From an optimization exercise on the open Yosys and OpenROAD flow, aimed at small area and a short achievable clock period; shortcuts taken in it are not production practice.
Only simulation tests tie the RTL to the original design; equivalence was not proved.
Power is estimated from default activity; no workload was simulated.

`flow/design.v`:
```
module pe #(
  parameter int W = 9
)(
  input  logic         clk,
  input  logic         adv,       
  input  logic         vnext,     
  input  logic         mnext,     
  input  logic         mhold,     
  input  logic [W-1:0] u,         
  input  logic [W:0]   um5,       
  input  logic [W-1:0] d,         
  output logic [W-1:0] s,
  output logic [W:0]   sm5,       
  output logic [1:0]   dir,
  output logic [W-1:0] o1
);
  function automatic logic [W:0] add(input logic [W:0] a, input logic [W:0] b);
    logic c;
    c = 1'b0;
    for (int k = 0; k <= W; k++) begin
      add[k] = a[k] ^ b[k] ^ c;
      c      = (a[k] & b[k]) | (c & (a[k] ^ b[k]));
    end
  endfunction
  function automatic logic ge(input logic [W:0] a, input logic [W:0] b);
    logic c;
    c = 1'b1;
    for (int k = 0; k <= W; k++)
      c = (a[k] & ~b[k]) | (c & (a[k] | ~b[k]));
    ge = c;
  endfunction
  localparam logic [W:0] K9  = (W+1)'(9);
  localparam logic [W:0] KM9 = (W+1)'((1 << (W+1)) - 9);    
  localparam logic [W:0] KM5 = (W+1)'((1 << (W+1)) - 5);    
  logic [W-1:0] s_r, o1_r;
  logic [1:0]   dir_r;
  logic [W:0] ue, le, de;
  assign ue = {1'b0, u};
  assign le = {1'b0, s_r};
  assign de = {1'b0, d};
  logic [W:0] lm5;
  assign lm5 = add(le, KM5);
  logic u_ge_l;
  assign u_ge_l = ge(ue, le);
  logic [W:0] xm5;
  assign xm5 = u_ge_l ? um5 : lm5;
  logic [W:0] dp9, dm9;
  assign dp9 = add(de, K9);
  assign dm9 = add(de, KM9);
  logic [W:0] t;
  assign t = mnext ? dp9 : dm9;
  logic diag;
  assign diag = ge({~t[W], t[W-1:0]}, {~xm5[W], xm5[W-1:0]});
  logic [W:0] best;
  assign best = diag ? t : xm5;
  logic pos;
  assign pos = !best[W] && (best != '0);
  logic [W-1:0] nxt_val;
  logic [1:0]   nxt_dir;
  always_comb begin
    if (!vnext) begin
      nxt_val = '0; nxt_dir = 2'd0;
    end else if (adv) begin
      nxt_val = pos ? best[W-1:0] : '0;
      nxt_dir = !pos ? 2'd0 : diag ? 2'd1 : u_ge_l ? 2'd2 : 2'd3;
    end else begin
      nxt_val = mhold ? W'(9) : '0;
      nxt_dir = mhold ? 2'd1 : 2'd0;
    end
  end
  always_ff @(posedge clk) begin
    s_r   <= nxt_val;
    dir_r <= nxt_dir;
    o1_r  <= adv ? s_r : '0;
  end
  assign s   = s_r;
  assign sm5 = lm5;
  assign dir = dir_r;
  assign o1  = o1_r;
endmodule
module systolic #(
  parameter int N       = 32,
  parameter int SCORE_W = 10
)(
  input  logic                         clk,
  input  logic                         rst_n,
  input  logic                         compute_en,
  input  logic                         clear_en,
  input  logic                         read_load_en,
  input  logic [N-1:0][1:0]            read_base_in,
  input  logic                         ref_valid_in,
  input  logic       [1:0]             ref_in,
  output logic [N-1:0][SCORE_W-1:0]    pe_score,
  output logic [N-1:0][1:0]            pe_dir,
  output logic [N-1:0]                 pe_valid
);
  function automatic integer sw(input integer i);
    integer k;
    begin
      sw = 1;
      for (k = 1; k < 16; k = k + 1)
        if ((1 << k) <= 9*(i+1)) sw = k + 1;
    end
  endfunction
  localparam int WM = sw(N-1);
  logic adv, keep;
  assign keep = rst_n & ~clear_en;         
  assign adv  = keep & compute_en;         
  logic [N-1:0][1:0] read_r, read_nx;
  always_comb begin
    for (int k = 0; k < N; k++)
      read_nx[k] = !rst_n ? 2'b0 : read_load_en ? read_base_in[k] : read_r[k];
  end
  always_ff @(posedge clk) read_r <= read_nx;
  logic [N-1:1][1:0] ref_r, ref_nx;
  logic [N-1:1]      v_r, v_nx;
  always_comb begin
    ref_nx[1] = keep ? ref_in : 2'b0;
    v_nx[1]   = keep & ref_valid_in;
    for (int k = 2; k < N; k++) begin
      ref_nx[k] = !keep ? 2'b0 : compute_en ? ref_r[k-1] : ref_r[k];
      v_nx[k]   = keep & (compute_en ? v_r[k-1] : v_r[k]);
    end
  end
  always_ff @(posedge clk) begin
    ref_r <= ref_nx;
    v_r   <= v_nx;
  end
  logic o1_9, o1_4;        
  logic m0, s0_9, s0_4;
  assign m0   = (ref_in == read_r[0]);
  assign s0_9 = ref_valid_in & m0;
  assign s0_4 = ref_valid_in & ~m0 & o1_9;
  always_ff @(posedge clk) begin
    o1_9 <= adv & s0_9;
    o1_4 <= adv & s0_4;
  end
  logic [N-1:0][WM-1:0] s_v, o1_v;
  logic [N-1:0][WM:0]   sm5_v;            
  logic [N-1:0][1:0]    dir_v;
  assign s_v[0]  = s0_9 ? WM'(9) : s0_4 ? WM'(4) : '0;
  assign dir_v[0] = s0_9 ? 2'd1 : s0_4 ? 2'd3 : 2'd0;
  assign o1_v[0] = o1_9 ? WM'(9) : o1_4 ? WM'(4) : '0;
  assign sm5_v[0] = s0_9 ? (WM+1)'(4) : s0_4 ? (WM+1)'((1 << (WM+1)) - 1)
                                             : (WM+1)'((1 << (WM+1)) - 5);
  logic [N-1:0][1:0] read_ld;
  logic [N-1:1]      m_adv, m_hold;
  always_comb begin
    for (int k = 0; k < N; k++)
      read_ld[k] = read_load_en ? read_base_in[k] : read_r[k];
    m_adv[1]  = (ref_in == read_ld[1]);
    m_hold[1] = m_adv[1];
    for (int k = 2; k < N; k++) begin
      m_adv[k]  = (ref_r[k-1] == read_ld[k]);
      m_hold[k] = (ref_r[k]   == read_ld[k]);
    end
  end
  genvar gi;
  generate
    for (gi = 1; gi < N; gi++) begin : g_pe
      localparam int W = sw(gi);
      logic [W-1:0] s, o1;
      logic [W:0]   sm5;
      logic [1:0]   dir;
      pe #(.W(W)) u_pe (
        .clk   (clk),
        .adv   (adv),
        .vnext (v_nx[gi]),
        .mnext (m_adv[gi]),
        .mhold (m_hold[gi]),
        .u     (W'(s_v[gi-1])),
        .um5   (sm5_v[gi-1][W:0]),
        .d     (W'(o1_v[gi-1])),
        .s     (s),
        .sm5   (sm5),
        .dir   (dir),
        .o1    (o1)
      );
      assign s_v[gi]   = WM'(s);
      assign o1_v[gi]  = WM'(o1);
      assign sm5_v[gi] = {{(WM-W){sm5[W]}}, sm5};
      assign dir_v[gi] = dir;
    end
  endgenerate
  generate
    for (gi = 0; gi < N; gi++) begin : g_out
      assign pe_score[gi] = compute_en ? SCORE_W'(s_v[gi]) : '0;
      assign pe_dir[gi]   = compute_en ? dir_v[gi] : 2'd0;
      assign pe_valid[gi] = (gi == 0) ? ref_valid_in : v_r[gi];
    end
  endgenerate
endmodule
module sw_top #(
  parameter int N       = 32,
  parameter int SCORE_W = 10
)(
  input  logic                   clk,
  input  logic                   rst_n,
  input  logic                   compute_en,
  input  logic                   clear_en,
  input  logic                   read_load_en,
  input  logic [2*N-1:0]         read_base_in,
  input  logic                   ref_valid_in,
  input  logic [1:0]             ref_in,
  output logic [SCORE_W*N-1:0]   pe_score,
  output logic [2*N-1:0]         pe_dir,
  output logic [N-1:0]           pe_valid
);
  systolic #(.N(N), .SCORE_W(SCORE_W)) u_sys (
    .clk          (clk),
    .rst_n        (rst_n),
    .compute_en   (compute_en),
    .clear_en     (clear_en),
    .read_load_en (read_load_en),
    .read_base_in (read_base_in),
    .ref_valid_in (ref_valid_in),
    .ref_in       (ref_in),
    .pe_score     (pe_score),
    .pe_dir       (pe_dir),
    .pe_valid     (pe_valid)
  );
endmodule
```
`flow/standard.sh`:
```
#!/bin/bash
# synth_recipe.tcl (not shown) runs the flow's synth.tcl, then flattens the netlist and writes it again
# the make line also repeats each setting of config.mk as NAME=value (left out here)
make -C /OpenROAD-flow-scripts/flow DESIGN_CONFIG=/design/flow/config.mk WORK_HOME=/design/flow/orfs CLKGATE_MAP_FILE= SYNTH_SCRIPT=/design/flow/synth_recipe.tcl "${@:-finish}"
```
`flow/constraint.sdc`:
```
create_clock -name core_clock -period 11.0 [get_ports {clk}]
set_input_delay 2.2000 -clock core_clock [delete_from_list [all_inputs] [get_ports {clk}]]
set_output_delay 2.2000 -clock core_clock [all_outputs]
set_load 0.01 [all_outputs]
```
`flow/flow/run.sh`:
```
#!/bin/bash
# Layout flow: the standard ORFS flow (standard.sh, unchanged synthesis),
# with these changes to how the layout is made:
#  - the port buffers are sky130_fd_sc_hd__buf_1 cells instead of the
#    default (a clock delay buffer), so timing repair can size them;
#  - clock tree: smaller clock buffers, larger sink clusters, no dummy loads.
# The full output of the flow goes to standard.log; ORFS keeps its own
# per-step logs under orfs/logs.
set -uo pipefail
MARGIN=${MARGIN:-5.5}
bash standard.sh "BUFFER_PORTS_ARGS=-buffer_cell sky130_fd_sc_hd__buf_1" \
  SETUP_SLACK_MARGIN=$MARGIN \
  "CTS_ARGS=-sink_clustering_enable -repair_clock_nets -dont_use_dummy_load -buf_list {sky130_fd_sc_hd__clkbuf_8} -sink_clustering_size 14 -sink_clustering_max_diameter 70" \
  finish > standard.log 2>&1
```
`flow/config.mk`:
```
export PLATFORM = sky130hd
export DESIGN_NAME = sw_top
export DESIGN_NICKNAME = sw_top
export VERILOG_FILES = /design/flow/design.v
export SDC_FILE = /design/flow/constraint.sdc
export NUM_CORES = 4
export LEC_CHECK = 0
export CAP_MARGIN = 20
export CORE_MARGIN = 2
export CORE_UTILIZATION = 60
export PLACE_DENSITY = 0.7
export SETUP_SLACK_MARGIN = 5
export SLEW_MARGIN = 20
```
==> results of run 1 <==
[kinds of logic after synthesis]
logic type / after synthesis / synth area share
xor+xnor: 173 / 0.0309
compound gates: 1094 / 0.149
simple gates: 1926 / 0.179
buf+inv: 1015 / 0.0858
other cells: 1 / 0.0000751
mux: 618 / 0.126
flops: 674 / 0.270
fa+ha+maj: 662 / 0.159
[placed cells by master (no fill, tap or decap), types with 19 or more instances in the layout]
| master | synthesis | final |
|---|---|---|
| nor2_1 | 942 | 929 |
| inv_1 | 721 | 719 |
| dfxtp_1 | 674 | 674 |
| ha_1 | 525 | 524 |
| mux2i_1 | 527 | 508 |
| buf_1 | 15 | 393 |
| nand2_1 | 279 | 275 |
| o21ai_0 | 240 | 235 |
| a21oi_1 | 219 | 213 |
| nor2b_1 | 132 | 131 |
| and2_1 | 127 | 127 |
| maj3_1 | 120 | 114 |
| xnor2_1 | 94 | 88 |
| mux2_2 | 86 | 86 |
| conb_1 | 1 | 86 |
| nand3_1 | 87 | 85 |
| nor3_1 | 83 | 82 |
| xor2_1 | 75 | 70 |
| o211ai_1 | 63 | 63 |
| clkbuf_8 | 0 | 61 |
| a211oi_1 | 55 | 55 |
| o31ai_1 | 53 | 52 |
| nand2b_1 | 52 | 51 |
| nand4_1 | 47 | 47 |
| a31oi_1 | 47 | 46 |
| o22ai_1 | 43 | 43 |
| a21o_1 | 43 | 42 |
| nor4_1 | 42 | 42 |
| buf_4 | 94 | 41 |
| a221oi_1 | 25 | 24 |
| o221ai_1 | 25 | 24 |
| or2_2 | 22 | 22 |
| maj3_2 | 16 | 22 |
| a22oi_1 | 22 | 22 |
| and3_1 | 21 | 21 |
| o21ai_1 | 15 | 20 |
| a222oi_1 | 19 | 19 |
[routing by layer]
layer | part of all wire | wire length [um] | track usage
met1 | 0.44 | 69500 | 0.472
met3 | 0.072 | 11500 | 0.0539
met2 | 0.45 | 70700 | 0.563
met5 | 0.00049 | 77 | 0
met4 | 0.041 | 6550 | 0.153
[flip-flops by register name (all words and copies together) (netlist names)]
name	cells
u_sys.g_pe.u_pe.o1_r	222
u_sys.o1_9	1
u_sys.g_pe.u_pe.s_r	231
u_sys.ref_r	62
u_sys.o1_4	1
u_sys.read_r	64
u_sys.g_pe.u_pe.dir_r	62
u_sys.v_r	31
[per-stage QoR]
stage	area, sq um	hold slack (ps)	cells	setup WS (ps)	total power [uW]
2_1_floorplan	50500	465	6248	5440	3160
3_3_place_gp	51900	498	7455	3770	3270
3_5_place_dp	51900	510	7455	3740	3280
4_1_cts	53300	535	7525	5500	4640
5_1_grt	53600	558	7547	5440	4840
6_report	53600	539	7550	5520	4670
[power by group]
group,switching (uW),internal (uW)
sequential,7.50,2450
combinational,535,305
clock,876,490
total,1420,3250
[path summary, 6_finish.rpt]
check	endpoint	slack, ps	cells past startpoint
max	pe_score[157]	5520	5
min	u_sys.ref_r[61]	540	2
max reg2reg	u_sys.g_pe[25].u_pe.s_r[3]	6180	13
min reg2reg	u_sys.ref_r[61]	540	2
[worst min-delay path, stage by stage (launching register included)]
cell,delay [ps]
dfxtp_1,360
mux2i_1,80
nor2_1,70
[area by class of cell]
cell class              count  area, sq um  share of cell area
diodes                      5         12.5            0.000233
repair buffers            453         2150              0.0401
repair inverters            2         17.5            0.000327
clock buffers              61          840              0.0157
inverters                 726         2740              0.0511
well taps                1070         1340              0.0250
multi-input cells        4559        33000               0.616
flip-flops and latches    674        13500               0.252
[timing repair]
item                                    CTS  global route
hold buffers                              0             0
resized for setup                        58            47
gates cloned                              7             1
setup buffers                             2            17
endpoints found under the setup margin  382           267
pin swaps                                 3             7
==> metrics.yaml, run 1 <==
hold_path_class: "reg -> reg"
utilization: 0.652
cts_inserted_buffers: 61
gp_congestion: 0.983
crit_buf_inv: 4
drc: 0
synth_edf_count: 0
crit_chain: "clkbuf_16 -> inv_16 -> buf_16 -> nor2_1 -> buf_1"
holdCritStartpoint: "u_sys.ref_r[61]"
grt_use_total: 0.353
grt_pass1_wl_um: 240000
worst_slew_pin_slew_ps: 1100
drt-total-wl_um: 158000
p_leak_uw: 0.0226
grt-ovfl-total: 0
layout_min_cycle_time_ps: 5480
rows: 105
yosys.area.top_type_share: 0.270
io_pins: 488
cts_root_buf: "clkbuf_8"
rsz0062_at_grt: "yes"
synth_most_common_cell: "nor2_1"
cts_sinks: 674
worst_clock_skew_ps: 56.1
start_util: 0.608
yosysTopAreaCell: "dfxtp_1"
die_y_um: 293
synth_warnings: 6
slowest_delay_ps: 300
status: "complete, no violations"
vias: 45400
p_per_area_nw_per_um2: 87.1
cpLargestDelayFamily: "buffers and inverters"
synthArstFlopShare: 0
core_area_sq_um: 82200
cp-startpoint: "compute_en"
first_global_vias: 42800
ant_nets: 0
synth_area_per_cell_sq_um: 8.11
viasPerCell: 6.01
dieWidth_um: 293
crit_path_end_kind: "output port"
ir_drop_uv: 83.3
cts.clk_slew.worst_paths_ps: 90
fin_crit_sh: 0.498
drv_cap: 0
path_class: "in -> out"
final_layout_size_suffix_gt1_frac: 0.0593
synthFlopType: "dfxtp_1"
final_nets: 7074
max_slew_margin: 0.267
synthCells: 6163
synthTopCellsByArea: "dfxtp_1, ha_1, mux2i_1, nor2_1, inv_1"
ys_ff_latch: 674
ys_types: 109
area_delta_synth_final_pct: 7.30
finalSetupViolCount: 0
crit_fanout: 46
drt_iter0_markers: 3621
fillers: 7421
grt_start_max_net_pins: 69
antenna_found_initial: 10
critPathSlowestCell: "buf_16"
hpwl_um: 118000
clock_latency_ps: 750
maxSlewViolCount: 0
cts_tree: "yes"
hold_violations: 0
synth_area_sq_um: 50000
yosysSeqAreaShare: 0.270
clock_path_buffers: 3
regToRegStartpoint: "u_sys.g_pe[24].u_pe.s_r[0]"
drt_pass1_iterations: 7
critPathLaunchType: "input port"
required_ps: 8800
tns_ps: 0
port_buffers: 401
htreeDepth: 2
ys_top_cells_by_count: "nor2_1, inv_1, dfxtp_1, mux2i_1, ha_1"
max_freq_mhz: 183
crit_arrival_ps: 3280
dieArea_sq_um: 85600
avgRoutedWirePerCell_um: 21.0
==> run 2, diff against run 1 <==
--- a/flow/design.v
+++ b/flow/design.v
@@ -117,6 +117,6 @@
   always_comb begin
-    ref_nx[1] = keep ? ref_in : 2'b0;
+    ref_nx[1] = ref_in;
     v_nx[1]   = keep & ref_valid_in;
     for (int k = 2; k < N; k++) begin
-      ref_nx[k] = !keep ? 2'b0 : compute_en ? ref_r[k-1] : ref_r[k];
+      ref_nx[k] = compute_en ? ref_r[k-1] : ref_r[k];
       v_nx[k]   = keep & (compute_en ? v_r[k-1] : v_r[k]);
--- a/flow/flow/run.sh
+++ b/flow/flow/run.sh
@@ -9,3 +9,3 @@
 set -uo pipefail
-MARGIN=${MARGIN:-5.5}
+MARGIN=${MARGIN:-5.3}
 bash standard.sh "BUFFER_PORTS_ARGS=-buffer_cell sky130_fd_sc_hd__buf_1" \
==> run 2 against run 1 <==
Via count fell by 1.8%. Combinational power rose by about 20%. Non-clock buffer count fell by 7. Critical path depth fell by 1. Register-to-register slack improved by 90 ps. Highest routed layer unchanged. Count of clock-buffer cells in the layout fell by 2. Final cell count fell by 1.1%. Sequential power rose by 3%.
==> metrics.yaml, run 2 <==
largest_reg_flops: 231
vias: 44600
wl_met3_um: 10500
p_leak_uw: 0.0218
clock_latency_ps: 760
crit_fanout: 69
ant_nets: 0
drt_iter0_markers: 3390
finalSetupViolCount: 0
antenna_found_initial: 11
grt_start_max_net_pins: 119
clock_path_buffers: 3
yosysSeqAreaShare: 0.284
path_class: "in -> out"
yosysTopAreaCell: "dfxtp_1"
drc: 0
ir_drop_uv: 101
hold_violations: 0
status: "complete, no violations"
crit_path_end_kind: "output port"
final_layout_size_suffix_gt1_frac: 0.0571
grt_use_total: 0.343
area_delta_synth_final_pct: 6.63
cts_tree: "yes"
slowest_delay_ps: 380
start_util: 0.605
synth_edf_count: 60
first_global_vias: 42000
regToRegStartpoint: "u_sys.g_pe[22].u_pe.s_r[0]"
met2_length_um: 69200
cpLargestDelayFamily: "buffers and inverters"
hpwl_um: 117000
wl_met1_um: 65900
rr_worst_depth: 14
final_nets: 6987
ys_types: 116
max_slew_margin: 0.337
yosys.area.top_type_share: 0.248
gp_congestion: 0.986
rsz0062_at_grt: "yes"
worst_clock_skew_ps: 70.1
tns_ps: 0
whs_ps: 484
crit_arrival_ps: 3450
crit_buf_inv: 3
crit_chain: "clkbuf_8 -> buf_16 -> and2_1 -> buf_1"
max_freq_mhz: 177
fin_crit_sh: 0.513
die_y_um: 292
synthFlopType: "dfxtp_1"
synthTopCellsByArea: "dfxtp_1, ha_1, mux2i_1, nor2_1, inv_1"
maxSlewViolCount: 0
hold_path_depth: 0
final_cell_mix: "nor2_1, inv_1, dfxtp_1, ha_1, buf_1"
fillers: 7277
cts_sinks: 674
synthArstFlopShare: 0
cts.clk_slew.worst_paths_ps: 90
cts_root_buf: "clkbuf_8"
viasPerCell: 5.98
avgRoutedWirePerCell_um: 20.4
grt_pass1_wl_um: 234000
holdPathEnd: "u_sys.ref_r[2]"
p_per_area_nw_per_um2: 92.2
dieWidth_um: 292
ys_top_cells_by_count: "nor2_1, inv_1, dfxtp_1, ha_1, mux2i_1"
synth_warnings: 6
r2r_end: "u_sys.g_pe[22].u_pe.s_r[7]"
final_common_cell: "nor2_1"
synth_area_per_cell_sq_um: 8.19
htreeDepth: 2
cts_inserted_buffers: 59
port_buffers: 401
rrSetupSlack_ps: 6270
synth_most_common_cell: "nor2_1"
ys_ff_latch: 674
layout_min_cycle_time_ps: 5650
critPathLaunchType: "input port"
drt_pass1_iterations: 9
dieArea_sq_um: 85000
io_pins: 488
top_layer_used: "met5"
grt-ovfl-total: 0
hold_path_class: "reg -> reg"
core_area_sq_um: 82000
required_ps: 8800
worst_slew_pin_slew_ps: 994
synth_area_sq_um: 49600
drt-total-wl_um: 152000
drv_cap: 0
holdCritStartpoint: "u_sys.ref_r[0]"
rows: 105
critPathSlowestCell: "buf_16"
top_register: "u_sys.g_pe.u_pe.s_r"
synthCells: 6055
largest_registers: "u_sys.g_pe.u_pe.s_r: 231 flops, u_sys.g_pe.u_pe.o1_r: 222 flops, u_sys.read_r: 64 flops"
==> run 2: changes by cell type after synthesis, moves of 25 or more <==
cell      before  now
mux2i_1      527  391
nor2_1       942  826
nand2_1      279  343
dfxtp_1      674  614
edfxtp_1       0   60
clkbuf_1     134  104
maj3_1       120   90
o211ai_1      63   38
==> run 2: layout make-up <==
| cell class | instances | area (sq um) | share of cell area |
|---|---|---|---|
| sequential | 674 | 14100 | 0.266 |
| inverter | 727 | 2750 | 0.0519 |
| antenna | 7 | 17.5 | 0.000331 |
| multi-input combinational | 4481 | 31900 | 0.603 |
| timing repair inverter | 1 | 8.76 | 0.000166 |
| clock buffer | 59 | 812 | 0.0154 |
| timing repair buffer | 446 | 1960 | 0.0371 |
| tap | 1070 | 1340 | 0.0253 |
==> run 2: worst max-delay path by stage <==
stage | start | slack [ps] | endpoint | depth (start not counted)
6_report | compute_en | 5350 | pe_dir[37] | 4
5_1_grt | read_load_en | 5220 | u_sys.g_pe[14].u_pe.s_r[2] | 14
4_1_cts | read_load_en | 5290 | u_sys.g_pe[22].u_pe.s_r[3] | 15
3_5_place_dp | read_load_en | 3790 | u_sys.g_pe[18].u_pe.dir_r[0] | 14
3_3_place_gp | read_load_en | 3900 | u_sys.g_pe[22].u_pe.s_r[2] | 15
2_1_floorplan | read_load_en | 5370 | u_sys.g_pe[1].u_pe.s_r[3] | 19
==> run 2: cell families after synthesis <==
| kind of cell | synth area share |
|---|---|
| buffers and inverters | 0.0843 |
| AOI/OAI and AO/OA | 0.160 |
| xor gates and xnor gates | 0.0327 |
| adders and majority gates | 0.154 |
| other | 0.0000756 |
| muxes | 0.105 |
| and+or+nand+nor | 0.180 |
| DFF | 0.284 |
==> run 2: power by group <==
| group | total (uW) | internal (uW) | switching, uW |
|---|---|---|---|
| Clock | 1340 | 475 | 867 |
| Sequential | 2530 | 2500 | 22.0 |
| Combinational | 1010 | 374 | 638 |
==> run 2: metrics by stage <==
| stage | utilization | instance area, sq um | cells | worst slack, ps | total power, uW |
|---|---|---|---|---|---|
| final | 0.645 | 52900 | 7465 | 5350 | 4880 |
| after global routing | 0.645 | 52900 | 7464 | 5220 | 5080 |
| after CTS | 0.640 | 52500 | 7437 | 5290 | 4860 |
| after detailed placement | 0.629 | 51500 | 7377 | 3790 | 3530 |
| after global placement | 0.629 | 51500 | 7377 | 3900 | 3510 |
| after floorplan | - | 49900 | 6140 | 5370 | 3360 |
==> run 2: worst reg2reg max path: stages (launching register included) <==
cell      delay, ps
dfxtp_1         530
nand2b_1        110
maj3_1          370
a221oi_1        370
o22ai_1         200
maj3_1          420
a21oi_4         510
mux2i_1         580
nand2_1         180
a21boi_0        170
maj3_1          410
a21oi_4         320
buf_4           190
mux2i_1         200
nor2_1           60
==> run 2: per-layer routing <==
| metal | GRT usage | vias up |
|---|---|---|
| li1 | - | 21500 |
| met1 | 0.454 | 21100 |
| met2 | 0.560 | 1614 |
| met3 | 0.0524 | 344 |
| met4 | 0.136 | 8 |
| met5 | 0 | - |
==> run 2: repair_timing <==
| action | CTS | global route |
|---|---|---|
| gates cloned | 1 | 1 |
| buffers inserted | 0 | 20 |
| setup endpoints to repair | 326 | 235 |
| pin swaps | 1 | 6 |
| gates resized for setup | 26 | 43 |
| hold buffers | 0 | 0 |
==> run 3, diff against run 2 <==
--- a/flow/flow/run.sh
+++ b/flow/flow/run.sh
@@ -9,3 +9,3 @@
 set -uo pipefail
-MARGIN=${MARGIN:-5.3}
+MARGIN=${MARGIN:-5.5}
 bash standard.sh "BUFFER_PORTS_ARGS=-buffer_cell sky130_fd_sc_hd__buf_1" \
==> run 3 against run 2 <==
Still clean. Die area did not move. Clock power is essentially flat. Total power is 0.25% higher. First-iteration DRC count is 7.0% higher. Critical path depth rose by 1. Final area up 0.21%. Hold slack gained 7.7 ps. Sequential power is essentially flat. Count of clock-buffer cells in the layout stayed put.
==> metrics.yaml, run 3 <==
max_slew_margin: 0.256
yosys.area.top_type_share: 0.248
dieArea_sq_um: 85000
cts_root_buf: "clkbuf_8"
synth_area_per_cell_sq_um: 8.19
ys_types: 116
gp_congestion: 1.00
worst_slew_pin_slew_ps: 1110
synthArstFlopShare: 0
htreeDepth: 2
synthFlopType: "dfxtp_1"
drt_iter0_markers: 3628
final_common_cell: "nor2_1"
synth_most_common_cell: "nor2_1"
final_cell_mix: "nor2_1, inv_1, dfxtp_1, ha_1, buf_1"
area_delta_synth_final_pct: 6.85
synth_area_sq_um: 49600
grt-ovfl-total: 0
hpwl_um: 117000
fin_crit_sh: 0.498
core_area_sq_um: 82000
synthTopCellsByArea: "dfxtp_1, ha_1, mux2i_1, nor2_1, inv_1"
synth_warnings: 6
largest_reg_flops: 231
dieWidth_um: 292
ant_nets: 0
drv_cap: 0
antenna_found_initial: 12
ir_drop_uv: 118
hold_path_class: "reg -> reg"
rows: 105
grt_use_total: 0.347
viasPerCell: 6.01
crit_arrival_ps: 3280
max_freq_mhz: 183
tns_ps: 0
grt_start_max_net_pins: 156
cpLargestDelayFamily: "buffers and inverters"
cts_inserted_buffers: 59
hold_violations: 0
slowest_delay_ps: 250
io_pins: 488
rsz0062_at_grt: "yes"
crit_fanout: 6
synth_edf_count: 60
clock_path_buffers: 3
start_util: 0.605
avgRoutedWirePerCell_um: 20.7
final_nets: 6979
path_class: "in -> out"
worst_clock_skew_ps: 42.9
crit_chain: "buf_2 -> xnor2_1 -> nand3_2 -> a21oi_4 -> buf_1"
ys_top_cells_by_count: "nor2_1, inv_1, dfxtp_1, ha_1, mux2i_1"
drt-total-wl_um: 155000
vias: 44800
p_leak_uw: 0.0219
critPathLaunchType: "input port"
critPathSlowestCell: "xnor2_1"
drc: 0
p_per_area_nw_per_um2: 92.3
largest_registers: "u_sys.g_pe.u_pe.s_r: 231 flops, u_sys.g_pe.u_pe.o1_r: 222 flops, u_sys.read_r: 64 flops"
final_area_sq_um: 53000
clock_latency_ps: 740
crit_path_end_kind: "output port"
top_register: "u_sys.g_pe.u_pe.s_r"
cts.clk_slew.worst_paths_ps: 90
cts_sinks: 674
grt_pass1_wl_um: 236000
die_y_um: 292
layout_min_cycle_time_ps: 5480
yosysTopAreaCell: "dfxtp_1"
port_buffers: 401
place_area_sq_um: 51600
drt_pass1_iterations: 6
ys_ff_latch: 674
yosysSeqAreaShare: 0.284
cts_tree: "yes"
synthCells: 6055
status: "complete, no violations"
crit_buf_inv: 2
finalSetupViolCount: 0
final_layout_size_suffix_gt1_frac: 0.0574
first_global_vias: 42500
required_ps: 8800
maxSlewViolCount: 0
utilization: 0.647
[run 3: cell count changes in the layout (fill, tap and decap cells not counted), sizes merged]
cell / before / now
bufbuf: 0 / 2
buf: 444 / 431
inv: 726 / 727
diode: 7 / 10
clkbuf: 61 / 63
[run 3: final timing paths]
| path | start | end | slack [ps] | cells past startpoint |
|---|---|---|---|---|
| max reg2reg | u_sys.g_pe[26].u_pe.s_r[0] | u_sys.g_pe[27].u_pe.dir_r[0] | 6490 | 12 |
| max | ref_in[0] | pe_dir[0] | 5520 | 5 |
| min reg2reg | u_sys.ref_r[0] | u_sys.ref_r[2] | 490 | 0 |
| min | u_sys.ref_r[0] | u_sys.ref_r[2] | 490 | 0 |
[run 3: through the flow]
| step | cells | setup slack (ps) | total power (uW) | hold WS (ps) |
|---|---|---|---|---|
| after floorplan | 6140 | 5510 | 3360 | 429 |
| after CTS | 7439 | 5480 | 4870 | 463 |
| after global placement | 7374 | 3940 | 3510 | 439 |
| after global routing | 7458 | 5350 | 5080 | 497 |
| after detailed placement | 7374 | 3800 | 3520 | 447 |
| final | 7460 | 5520 | 4890 | 492 |
[run 3: logic make-up (layout without fill, tap and decap cells)]
group                    Yosys count  in the layout  share of synthesized area
adder cells (fa/ha/maj)          630            630                      0.154
other                              1             96                  0.0000756
AND/OR/NAND/NOR                 1908           1908                      0.180
multiplexers                     503            503                      0.105
buffers and inverters            985           1225                     0.0843
flip-flops                       674            674                      0.284
AO/OA/AOI/OAI                   1172           1172                      0.160
XOR/XNOR                         182            182                     0.0327
[run 3: power by group]
part	leakage (uW)	internal, uW	total [uW]	switching [uW]
registers	0.00554	2500	2530	22.0
clock network	0.000424	475	1360	881
logic	0.0159	371	1010	638
[run 3: cell type report]
type	instances	area [sq um]
Antenna cell	10	25.0
Clock buffer	59	812
Fill cell	7330	29000
Inverter	727	2750
Multi-Input combinational cell	4481	32000
Sequential cell	674	14100
Tap cell	1070	1340
Timing Repair Buffer	437	2020
Timing Repair inverter	2	20.0
[run 3: per-layer routing]
metal	track usage	up-vias	routed length, um
met5	0	-	55
met4	0.151	8	6850
met3	0.0511	345	11400
met2	0.554	1763	69400
met1	0.467	21100	67100
li1	-	21600	-
[run 3: repair_timing]
action,in CTS,in global routing
gates cloned,4,3
pin swaps,1,4
gates resized for setup,39,43
setup endpoints to repair,474,238
setup buffers,2,8
hold buffers,0,0
==> run 4, diff against run 3 <==
--- a/flow/flow/run.sh
+++ b/flow/flow/run.sh
@@ -9,3 +9,3 @@
 set -uo pipefail
-MARGIN=${MARGIN:-5.5}
+MARGIN=${MARGIN:-5.65}
 bash standard.sh "BUFFER_PORTS_ARGS=-buffer_cell sky130_fd_sc_hd__buf_1" \
==> run 4 against run 3 <==
Largest power group unchanged. Hold slack lost 17 ps. Die area is the same. Final area grew 1.5%. Non-clock buffer count grew 38. Core utilization grew 0.96 points.
==> metrics.yaml, run 4 <==
status: "complete, no violations"
die_y_um: 292
hold_path_depth: 0
p_per_area_nw_per_um2: 92.0
ys_ff_latch: 674
synth_edf_count: 60
synth_area_sq_um: 49600
grt_pass1_wl_um: 239000
viasPerCell: 6.02
antenna_found_initial: 10
maxSlewViolCount: 0
final_nets: 7020
cts_root_buf: "clkbuf_8"
p_leak_uw: 0.0222
avgRoutedWirePerCell_um: 21.0
rsz0062_at_grt: "yes"
layout_min_cycle_time_ps: 5350
max_freq_mhz: 187
max_slew_margin: 0.303
synth_most_common_cell: "nor2_1"
ir_drop_uv: 84.5
ant_nets: 0
first_global_vias: 42400
finalSetupViolCount: 0
synth_warnings: 6
synthCells: 6055
cts.clk_slew.worst_paths_ps: 90
largest_registers: "u_sys.g_pe.u_pe.s_r: 231 flops, u_sys.g_pe.u_pe.o1_r: 222 flops, u_sys.read_r: 64 flops"
cts_tree: "yes"
crit_fanout: 18
start_util: 0.605
fillers: 7313
gp_congestion: 0.997
vias: 45200
ys_types: 116
required_ps: 8800
final_area_sq_um: 53800
rrSetupSlack_ps: 6400
htreeDepth: 2
drt-total-wl_um: 157000
drv_cap: 0
grt_use_total: 0.351
synthFlopType: "dfxtp_1"
cts_inserted_buffers: 60
power.total_uw: 4950
fin_crit_sh: 0.486
final_layout_size_suffix_gt1_frac: 0.0735
rr_worst_depth: 17
tns_ps: 0
clock_latency_ps: 750
synth_area_per_cell_sq_um: 8.19
grt_start_max_net_pins: 121
worst_clock_skew_ps: 70.6
port_buffers: 401
cts_hold_buf: 0
critPathLaunchType: "input port"
grt-ovfl-total: 0
crit_path_end_kind: "output port"
drt_iter0_markers: 3537
rows: 105
path_class: "in -> out"
ys_top_cells_by_count: "nor2_1, inv_1, dfxtp_1, ha_1, mux2i_1"
top_register: "u_sys.g_pe.u_pe.s_r"
dieWidth_um: 292
cts_sinks: 674
yosysTopAreaCell: "dfxtp_1"
yosysSeqAreaShare: 0.284
yosys.area.top_type_share: 0.248
crit_arrival_ps: 3150
io_pins: 488
hpwl_um: 116000
worst_slew_pin_slew_ps: 1040
synthArstFlopShare: 0
hold_violations: 0
largest_reg_flops: 231
clock_path_buffers: 3
place_area_sq_um: 51700
final_common_cell: "nor2_1"
area_delta_synth_final_pct: 8.44
drc: 0
synthTopCellsByArea: "dfxtp_1, ha_1, mux2i_1, nor2_1, inv_1"
core_area_sq_um: 82000
final_cell_mix: "nor2_1, inv_1, dfxtp_1, ha_1, buf_1"
drt_pass1_iterations: 9
dieArea_sq_um: 85000
hold_path_class: "reg -> reg"
[run 4: changes by cell type in the layout (fill, tap and decap cells not counted), moves of 4 or more]
| cell | before | now |
|---|---|---|
| mux2i_4 | 4 | 9 |
| xor2_1 | 62 | 58 |
| xnor2_1 | 110 | 102 |
| mux2i_1 | 382 | 362 |
| xnor2_2 | 5 | 13 |
| nor2_4 | 13 | 17 |
| buf_1 | 397 | 382 |
| buf_4 | 24 | 55 |
| mux2i_2 | 9 | 24 |
| clkbuf_2 | 0 | 13 |
[run 4: report_power, final]
part           internal [uW]  switching [uW]  total (uW)
clock                    482             872        1350
combinational            404             660        1060
sequential              2500            25.0        2530
[run 4: through the flow]
step / util / instances / hold slack [ps] / setup slack (ps)
after floorplan: - / 6140 / 429 / 5620
after global placement: 0.630 / 7374 / 437 / 3920
after detailed placement: 0.630 / 7374 / 455 / 3750
after CTS: 0.647 / 7450 / 474 / 5610
after global routing: 0.656 / 7496 / 486 / 5630
final: 0.656 / 7501 / 474 / 5650
[run 4: worst paths after layout]
| path | from | endpoint |
|---|---|---|
| worst min-delay path | u_sys.ref_r[0] | u_sys.ref_r[2] |
| worst max register to register | u_sys.g_pe[17].u_pe.s_r[0] | u_sys.g_pe[18].u_pe.dir_r[0] |
| worst max-delay path | compute_en | pe_dir[58] |
| worst min register to register | u_sys.ref_r[0] | u_sys.ref_r[2] |
[run 4: repair_timing]
action                                  4_1_cts  5_1_grt
endpoints found under the hold margin         0        0
resized for setup                            60       84
endpoints found under the setup margin      589      272
setup buffers                                 7       37
pin swaps                                     3       12
gates cloned                                  9        4
[run 4: final cells by class]
type / count / area [sq um] / area share
diodes: 10 / 25.0 / 0.000465
clock buffers: 60 / 826 / 0.0153
inverters: 727 / 2760 / 0.0512
multi-input cells: 4482 / 32300 / 0.601
flip-flops and latches: 674 / 14100 / 0.262
well taps: 1070 / 1340 / 0.0249
repair buffers: 475 / 2420 / 0.0449
repair inverters: 3 / 33.8 / 0.000628
[run 4: kinds of logic (layout without fill, tap and decap cells)]
logic type,count (synthesis),in the layout,share of synthesized area
simple gates,1908,1909,0.180
compound gates,1172,1172,0.160
buf+inv,985,1265,0.0843
flops,674,674,0.284
fa+ha+maj,630,630,0.154
mux,503,503,0.105
xor+xnor,182,182,0.0327
other cells,1,96,0.0000756
[run 4: worst max-delay path: stages]
cell and delay (ps):
clkbuf_16 200, buf_16 180, buf_16 180, and2_1 190, buf_1 160
[run 4: per-layer routing]
metal  GRT usage  vias to the layer above  share of wire
met5           0                        -        0.00015
met1       0.464                    21400           0.43
met3      0.0498                      370          0.073
li1            -                    21600              -
met4       0.147                        4          0.044
met2       0.575                     1746           0.45
==> run 5, diff against run 4 <==
--- a/flow/flow/run.sh
+++ b/flow/flow/run.sh
@@ -9,3 +9,3 @@
 set -uo pipefail
-MARGIN=${MARGIN:-5.65}
+MARGIN=${MARGIN:-5.5}
 bash standard.sh "BUFFER_PORTS_ARGS=-buffer_cell sky130_fd_sc_hd__buf_1" \
--- a/flow/config.mk
+++ b/flow/config.mk
@@ -9,4 +9,4 @@
 export CORE_MARGIN = 2
-export CORE_UTILIZATION = 60
-export PLACE_DENSITY = 0.7
+export CORE_UTILIZATION = 70
+export PLACE_DENSITY = 0.8
 export SETUP_SLACK_MARGIN = 5
==> run 5 against run 4 <==
Critical path depth did not move. Hold slack improved by 2.2 ps. Fmax fell by 2.7%. Still clean on timing, DRC and antenna. Wire length fell by 0.82%. Total power fell by 1.2%. Final area fell by 1.6%. Sequential power barely moved. Combinational power barely moved.
==> metrics.yaml, run 5 <==
layout_min_cycle_time_ps: 5500
ys_ff_latch: 674
rsz0062_at_grt: "yes"
drv_cap: 0
cts_inserted_buffers: 57
yosysTopAreaCell: "dfxtp_1"
synthTopCellsByArea: "dfxtp_1, ha_1, mux2i_1, nor2_1, inv_1"
use_met3: 0.0741
required_ps: 8800
final_nets: 6989
switching_share: 0.317
synth_xor_area_frac: 0.0327
hold_violations: 0
synthArstFlopShare: 0
met2_usage: 0.640
final_cell_mix: "nor2_1, inv_1, dfxtp_1, ha_1, buf_1"
synth_area_sq_um: 49600
vias: 46300
port_buffers: 401
status: "complete, no violations"
synth_area_per_cell_sq_um: 8.19
area_delta_synth_final_pct: 6.74
grt-ovfl-total: 0
yosysSeqAreaShare: 0.284
synth_warnings: 6
worst_slew_pin_slew_ps: 1090
largest_registers: "u_sys.g_pe.u_pe.s_r: 231 flops, u_sys.g_pe.u_pe.o1_r: 222 flops, u_sys.read_r: 64 flops"
dieArea_sq_um: 73000
grt_use_total: 0.405
avgRoutedWirePerCell_um: 21.3
drt_iter0_markers: 5175
use_met1: 0.525
hpwl_um: 116000
clock_power_share: 0.272
cts_sinks: 674
drt-total-wl_um: 156000
rows: 97
synthFlopType: "dfxtp_1"
cts_tree: "yes"
viasPerCell: 6.31
cts_root_buf: "clkbuf_8"
holdCritStartpoint: "u_sys.ref_r[1]"
clock_latency_ps: 750
crit_path_end_kind: "output port"
max_slew_margin: 0.269
fillers: 5399
synth_most_common_cell: "nor2_1"
grt-busiest-layer: "met2"
max_freq_mhz: 182
final_layout_size_suffix_gt1_frac: 0.0607
utilization: 0.755
synth-adder-area-share: 0.154
crit_fanout: 6
ant_nets: 0
fin_crit_sh: 0.500
p_per_area_nw_per_um2: 92.3
switchingPower_uw: 1550
yosys.area_share.simple: 0.180
path_class: "in -> out"
p_leak_uw: 0.0219
die_y_um: 270
synth_edf_count: 60
ys_types: 116
gp_congestion: 1.01
tns_ps: 0
antenna_found_initial: 15
ys_top_cells_by_count: "nor2_1, inv_1, dfxtp_1, ha_1, mux2i_1"
top_register: "u_sys.g_pe.u_pe.s_r"
htreeDepth: 2
grt_pass1_wl_um: 239000
multiInputGateArea_sq_um: 32100
power.internal_uw: 3340
dieWidth_um: 270
cp-startpoint: "ref_valid_in"
start_util: 0.707
first_global_vias: 43800
ir_drop_uv: 107
seq_area_sq_um: 14100
worst_clock_skew_ps: 58.1
yosys.area.top_type_share: 0.248
comb_power_share: 0.211
maxSlewViolCount: 0
final_common_cell: "nor2_1"
crit_arrival_ps: 3300
synth-compound-area-share: 0.160
drt_pass1_iterations: 8
synth_mux_area_frac: 0.105
seqPwrFrac: 0.517
grt_start_max_net_pins: 121
hold_path_class: "reg -> reg"
core_area_sq_um: 70100
clock_path_buffers: 3
regToRegStartpoint: "u_sys.g_pe[18].u_pe.s_r[0]"
io_pins: 488
synthCells: 6055
finalSetupViolCount: 0
synth_top_family_by_area: "simple AND/OR/NAND/NOR gates"
critPathLaunchType: "input port"
largest_reg_flops: 231
cts.clk_slew.worst_paths_ps: 90
drc: 0
-- run 5: what timing repair did --
action / 4_1_cts / 5_1_grt
buffers inserted: 9 / 14
cloned: 5 / 1
pin swaps: 2 / 7
hold buffers: 0 / 0
setup endpoints to repair: 465 / 166
gates resized for setup: 47 / 48
-- run 5: power by group through the flow --
stage	sequential, uW	combinational (uW)	clock (uW)
final	2530	1030	1330
after floorplan	2570	782	0
after global routing	2530	1110	1410
after global placement	2580	919	0
after detailed placement	2580	938	0
after CTS	2530	971	1320
-- run 5: area by class of cell --
class	count	area share
timing repair inverter	2	0.000331
inverter	727	0.0518
clock buffer	57	0.0148
sequential	674	0.266
tap	940	0.0222
timing repair buffer	449	0.0383
multi-input combinational	4481	0.606
antenna	12	0.000567
-- run 5: worst paths after layout --
kind | slack [ps] | endpoint | cells after the start
setup / recovery | 5500 | pe_dir[0] | 5
hold reg to reg | 480 | u_sys.ref_r[3] | 0
hold / removal | 480 | u_sys.ref_r[3] | 0
setup reg to reg | 6160 | u_sys.g_pe[18].u_pe.dir_r[0] | 17
-- run 5: cell families (layout without fill, tap and decap cells) --
kind of cell / after synthesis / in the layout
simple gates: 1908 / 1908
compound gates: 1172 / 1172
buf+inv: 985 / 1235
flops: 674 / 674
fa+ha+maj: 630 / 630
mux: 503 / 503
xor+xnor: 182 / 182
other cells: 1 / 98
-- run 5: critical path: stages --
cell	delay, ps
buf_1	250
nand2_1	110
a21o_2	310
a21oi_4	260
buf_1	180
-- run 5: routing by layer --
metal	routed length [um]	vias up
met3	14700	535
li1	-	21600
met2	69700	2402
met1	62500	21800
met5	112	-
met4	9060	18
-- run 5: through the flow --
step | hold WS (ps) | instances | total power [uW] | setup slack [ps] | area [sq um]
5_1_grt | 476 | 7338 | 5040 | 5470 | 52900
4_1_cts | 467 | 7315 | 4820 | 5500 | 52500
3_5_place_dp | 446 | 7244 | 3520 | 3540 | 51400
2_1_floorplan | 429 | 6140 | 3360 | 5510 | 49900
3_3_place_gp | 445 | 7243 | 3500 | 3760 | 51400
6_report | 477 | 7342 | 4890 | 5500 | 53000

[static timing again, ports no longer ideal]
The results above use ideal ports. As a check the final layouts listed here were re-extracted and re-timed, cells and wires unchanged.
Step 1 assumes that a clkbuf_16 drives the clock port and a buf_2 every other input.
Step 2 moves the port delays by t, midway between the first and last clock arrival at a register: inputs arrive t later, outputs are due t later. That takes back most of the time a late clock gives input paths.
Slacks: ideal ports / drivers / drivers and shift; pairs: ideal ports / drivers.
run	shift t [ns]	setup slack, ns	slew at the worst register clock pin (ns)
run 1	0.793	5.523 / 5.443 / 4.800	0.10 / 0.10
run 2	0.793	5.355 / 5.322 / 4.705	0.10 / 0.10
run 3	0.786	5.523 / 5.390 / 4.879	0.11 / 0.11
run 4	0.788	5.650 / 5.315 / 4.841	0.10 / 0.10
run 5	0.783	5.501 / 5.292 / 4.706	0.11 / 0.11
After both steps setup and hold are still met in every run listed. For run 4, which loses most, drivers alone change the setup slack by -0.335 ns; drivers and shift together by -0.809 ns.
